Source: an optimization exercise on an open RTL-to-GDS flow (aim: small area). Production flows keep margins and buffers that such runs may drop.
Only simulation tests tie the RTL to the original design; equivalence was not proved.
Power is estimated from default activity; no workload was simulated.

==> module gyn_sel4, before the edit <==
module gyn_sel4(
    input  [3:0]      s,
    input  [4*72-1:0] d,
    output [71:0]     y
);
    wire [71:0] n0, n1;
    gyn_aoi3 g0(.s(s[2:0]), .d(d[0 +: 3*72]), .y(n0));
    gyn_nand2w g1(.a({72{s[3]}}), .b(d[216 +: 72]), .y(n1));
    gyn_nand2w g2(.a(n0), .b(n1), .y(y));
endmodule
==> module gyn_sel7, before the edit <==
module gyn_sel7(
    input  [6:0]      s,
    input  [7*72-1:0] d,
    output [71:0]     y
);
    wire [71:0] n0, n1, n2;
    gyn_aoi3 g0(.s(s[2:0]), .d(d[0 +: 3*72]), .y(n0));
    gyn_aoi3 g1(.s(s[5:3]), .d(d[3*72 +: 3*72]), .y(n1));
    gyn_nand2w g2(.a({72{s[6]}}), .b(d[432 +: 72]), .y(n2));
    gyn_nand3w g3(.a(n0), .b(n1), .c(n2), .y(y));
endmodule
==> module gyn_aoi3, before the edit <==
module gyn_aoi3(
    input  [2:0]      s,
    input  [3*72-1:0] d,
    output [71:0]     y
);
    assign y = ~(({72{s[0]}} & d[0 +: 72]) | ({72{s[1]}} & d[72 +: 72])
               | ({72{s[2]}} & d[144 +: 72]));
endmodule
==> module gyn_nand2w, before the edit <==
module gyn_nand2w(
    input  [71:0] a,
    input  [71:0] b,
    output [71:0] y
);
    assign y = ~(a & b);
endmodule
==> module gyn_nand3w, before the edit <==
module gyn_nand3w(
    input  [71:0] a,
    input  [71:0] b,
    input  [71:0] c,
    output [71:0] y
);
    assign y = ~(a & b & c);
endmodule
Settings: LEC_CHECK=0, CAP_MARGIN=10, CORE_MARGIN=2, CORE_UTILIZATION=70, CTS_BUF_LIST=sky130_fd_sc_hd__clkbuf_8, CTS_CLUSTER_DIAMETER=50, CTS_CLUSTER_SIZE=16, GPL_ROUTABILITY_DRIVEN=1, PLACE_DENSITY=0.78, SLEW_MARGIN=10, SYNTH_HIERARCHICAL=1, SYNTH_MINIMUM_KEEP_SIZE=0; clock period 7.0 ns.
standard.sh (not shown) runs the stock make flow with config.mk's settings and CLKGATE_MAP_FILE= SYNTH_SCRIPT=/design/flow/synth_recipe.tcl, a recipe that flattens the netlist after the stock synthesis.
==> flow/flow/run.sh <==
#!/bin/bash
# The standard layout (standard.sh: standard synthesis and ORFS flow), with two changes:
#  - port buffers are the smallest buffer cell, sky130_fd_sc_hd__buf_1;
#  - clock tree synthesis inserts no dummy loads.
# make's full output goes to standard.log; ORFS writes each step's log under orfs/logs/.
set -euo pipefail
export BUFFER_PORTS_ARGS="-buffer_cell sky130_fd_sc_hd__buf_1"
export CTS_ARGS="-sink_clustering_enable -repair_clock_nets -dont_use_dummy_load -buf_list sky130_fd_sc_hd__clkbuf_8 -sink_clustering_size 16 -sink_clustering_max_diameter 50"
bash standard.sh finish > standard.log 2>&1
The starting point produced a layout that fails on setup timing.
Next try:
--- a/flow/design.v
+++ b/flow/design.v
@@ -151,8 +151,6 @@
     output [71:0]     y
 );
-    wire [71:0] n0, n1;
-    gyn_aoi3 g0(.s(s[2:0]), .d(d[0 +: 3*72]), .y(n0));
-    gyn_nand2w g1(.a({72{s[3]}}), .b(d[216 +: 72]), .y(n1));
-    gyn_nand2w g2(.a(n0), .b(n1), .y(y));
+    assign y = ({72{s[0]}} & d[0 +: 72]) | ({72{s[1]}} & d[72 +: 72])
+             | ({72{s[2]}} & d[144 +: 72]) | ({72{s[3]}} & d[216 +: 72]);
 endmodule
 module gyn_sel7(
@@ -161,32 +159,8 @@
     output [71:0]     y
 );
-    wire [71:0] n0, n1, n2;
-    gyn_aoi3 g0(.s(s[2:0]), .d(d[0 +: 3*72]), .y(n0));
-    gyn_aoi3 g1(.s(s[5:3]), .d(d[3*72 +: 3*72]), .y(n1));
-    gyn_nand2w g2(.a({72{s[6]}}), .b(d[432 +: 72]), .y(n2));
-    gyn_nand3w g3(.a(n0), .b(n1), .c(n2), .y(y));
-endmodule
-module gyn_aoi3(
-    input  [2:0]      s,
-    input  [3*72-1:0] d,
-    output [71:0]     y
-);
-    assign y = ~(({72{s[0]}} & d[0 +: 72]) | ({72{s[1]}} & d[72 +: 72])
-               | ({72{s[2]}} & d[144 +: 72]));
-endmodule
-module gyn_nand2w(
-    input  [71:0] a,
-    input  [71:0] b,
-    output [71:0] y
-);
-    assign y = ~(a & b);
-endmodule
-module gyn_nand3w(
-    input  [71:0] a,
-    input  [71:0] b,
-    input  [71:0] c,
-    output [71:0] y
-);
-    assign y = ~(a & b & c);
+    assign y = ({72{s[0]}} & d[0 +: 72]) | ({72{s[1]}} & d[72 +: 72])
+             | ({72{s[2]}} & d[144 +: 72]) | ({72{s[3]}} & d[216 +: 72])
+             | ({72{s[4]}} & d[288 +: 72]) | ({72{s[5]}} & d[360 +: 72])
+             | ({72{s[6]}} & d[432 +: 72]);
 endmodule
 `timescale 1ns / 1ps
After rerunning:
- This time the run finished with timing, DRC and antenna clean
- routed wire length is lower by 3.4%
- clock skew hardly moves
- non-clock buffer count is lower by 91
- power is lower by 0.42%
- cell count is lower by 2.0%
- design area is higher by 0.59%
- combinational power is lower by about 1%
- clock-buffer cell count is lower by 2
- first-iteration DRC count is lower by 20%
- via count is lower by 2.8%
- setup slack is better by 0.74 ns
- register-to-register slack is better by 0.74 ns

==> static timing again, ports no longer ideal <==
No port has a modelled driver above. Below, the same layouts with a new extraction and two added sets of constraints. Step 1: set_driving_cell puts a clkbuf_16 on clk and a buf_2 on each other input, an assumption about the parent block. Step 2 moves the port delays by t, midway between the first and last clock arrival at a register: inputs arrive t later, outputs are due t later. That takes back most of the time a late clock gives input paths. Slacks: ideal / step 1 / step 2; pairs: ideal / step 1.
| run | shift t [ns] | slack for setup (ns) | pins driven straight from the clock port |
|---|---|---|---|
| the first run | 1.001 | -0.059 / -0.059 / -0.059 | 1 |
| the second run | 0.979 | 0.685 / 0.685 / 0.685 | 1 |
